Source: an optimization exercise on an open RTL-to-GDS flow (aim: small area and a short achievable clock period). Production flows keep margins and buffers that such runs may drop.
At most, simulation tests tie the RTL to the original design; equivalence was not proved.

harbor:
## fir_bandstop
module fir_bandstop ( clk, in, out );
input  wire clk;
input  wire [15:0]in;
output wire [57:0]out;
wire [33:0] y;
fir fir_bs_inst(
	.clk(clk),
	.in(in),
	.y(y)
	);
assign out = {{24{y[33]}}, y};
endmodule
For scale: about 3,700 cells after synthesis, about 54,000 µm² of cells after synthesis.
Settings: LEC_CHECK=0, CAP_MARGIN=20, CORE_MARGIN=2, CORE_UTILIZATION=50, SLEW_MARGIN=20, SYNTH_HIERARCHICAL=1, SYNTH_MINIMUM_KEEP_SIZE=0; clock period 12.0 ns.
run.sh (not shown) runs the stock make flow with config.mk's settings and CLKGATE_MAP_FILE= SYNTH_SCRIPT=/design/flow/synth_recipe.tcl, a recipe that flattens the netlist after the stock synthesis.
harbor ended with every stage complete and zero timing, DRC or antenna violations.
#### Input delta (tundra over harbor)
--- a/flow/design.v
+++ b/flow/design.v
@@ -1,10 +1,11 @@
-module fir ( clk, in, y );
+module fir ( clk, in, y, ys );
 input  wire clk;
 input  wire [15:0] in;
 output reg  [33:0] y;
+output wire ys;   
 reg [15:0] r0;
 reg [15:0] r1;
 reg [15:0] r2;
 reg [15:0] r3;
 reg [15:0] r4;
 reg [15:0] r5;
@@ -1899,32 +1900,49 @@
 wire s3161, c3162; fir_fa fa_s3161 (.a(1'b1), .b(q0_3106), .c(n3160), .s(s3161), .co(c3162));
 wire s3163, c3164; fir_fa fa_s3163 (.a(1'b1), .b(q0_3107), .c(c3162), .s(s3163), .co(c3164));
 wire s3165, c3166; fir_fa fa_s3165 (.a(1'b1), .b(q0_3108), .c(c3164), .s(s3165), .co(c3166));
 wire s3167, c3168; fir_fa fa_s3167 (.a(q0_3109), .b(q0_3110), .c(q0_3111), .s(s3167), .co(c3168));
 wire [33:0] fx = {1'b1,q0_3112,s3167,s3165,s3163,s3161,~s3158,~s3155,~s3153,~s3151,~s3149,~s3145,~s3143,~s3141,c3138,c3135,c3133,c3131,~c3128,q0_3079,q0_3076,c3124,s3123,1'b1,1'b1,q0_3069,s3121,s3119,~q0_3063,~q0_3062,~s3117,s3114,~q0_3056,1'b1};
 wire [33:0] fy = {1'b0,c3168,c3166,1'b0,1'b0,1'b0,~c3156,1'b0,1'b0,~c3150,1'b0,1'b0,~c3142,1'b0,~s3139,s3137,s3134,s3132,s3130,~s3127,c3126,s3125,1'b0,q0_3071,q0_3070,c3122,1'b0,1'b0,q0_3064,~c3118,1'b0,1'b0,~q0_3057,~q0_3055};
-always @(posedge clk) y <= fx + fy;
+wire [33:0] ysum = fx + fy;
+always @(posedge clk) y <= ysum;
+assign ys = ysum[33];
 endmodule
 module fir_fa ( a, b, c, s, co );
 input wire a, b, c;
 output wire s, co;
 assign s = a ^ b ^ c;
 assign co = (a & b) | (a & c) | (b & c);
 endmodule
+module fir_sreg ( clk, d, q );
+input wire clk, d;
+output reg q;
+always @(posedge clk) q <= d;
+endmodule
 module fir_ha ( a, b, s, co );
 input wire a, b;
 output wire s, co;
 assign s = a ^ b;
 assign co = a & b;
 endmodule
 module fir_bandstop ( clk, in, out );
 input  wire clk;
 input  wire [15:0]in;
 output wire [57:0]out;
 wire [33:0] y;
+wire ys;
+wire [7:0] sg;
 fir fir_bs_inst(
 	.clk(clk),
 	.in(in),
-	.y(y)
+	.y(y),
+	.ys(ys)
 	);
-assign out = {{24{y[33]}}, y};
+genvar i;
+generate
+	for (i=0; i<8; i=i+1) begin: sign
+		fir_sreg r ( .clk(clk), .d(ys), .q(sg[i]) );
+	end
+endgenerate
+assign out = {sg[7],sg[7],sg[7],sg[6],sg[6],sg[6],sg[5],sg[5],sg[5],sg[4],sg[4],sg[4],
+              sg[3],sg[3],sg[3],sg[2],sg[2],sg[2],sg[1],sg[1],sg[1],sg[0],sg[0],sg[0], y};
 endmodule
### Flow results
Diff harbor..tundra | final antenna-violating net count | unchanged. Compared with harbor, in tundra signed area change from the synthesized netlist to the final layout decreased by 0.28 points relative to the old numbers; design area decreased by 0.83% relative to the old numbers. Of tundra and harbor, harbor shows the higher post-synthesis instance area, with tundra below it. Re number of combinational gates with multiple inputs: tundra is 51 down on harbor. In tundra the via count turned out 2.7% lower than in harbor. Compared tundra vs harbor, and number of sequential storage elements is up in tundra. From harbor to tundra the numbers moved as follows: final critical-path setup slack increased 0.041 ns; largest fanout on the critical path decreased 18.
Function not checked in tundra: the RTL went through the layout flow alone.

what the ideal ports hide:
No port has a modelled driver above. Below, the same layouts with a new extraction and two added sets of constraints. Step 1: set_driving_cell puts a clkbuf_16 on clk and a buf_2 on each other input, an assumption about the parent block. Step 2 also shifts input and output timing later by t, the mid clock arrival at the registers, as if the neighbouring blocks saw the same clock. Slacks: ideal / step 1 / step 2; pairs: ideal / step 1.
run	t, ns	setup WS [ns]	latest minus earliest clock arrival (ns)	cell pins on the clock port's net
harbor	0.773	7.473 / 7.403 / 7.545	0.051 / 0.050	1
tundra	0.742	7.513 / 7.513 / 7.513	0.034 / 0.033	1
After both steps setup and hold are still met in every run listed.
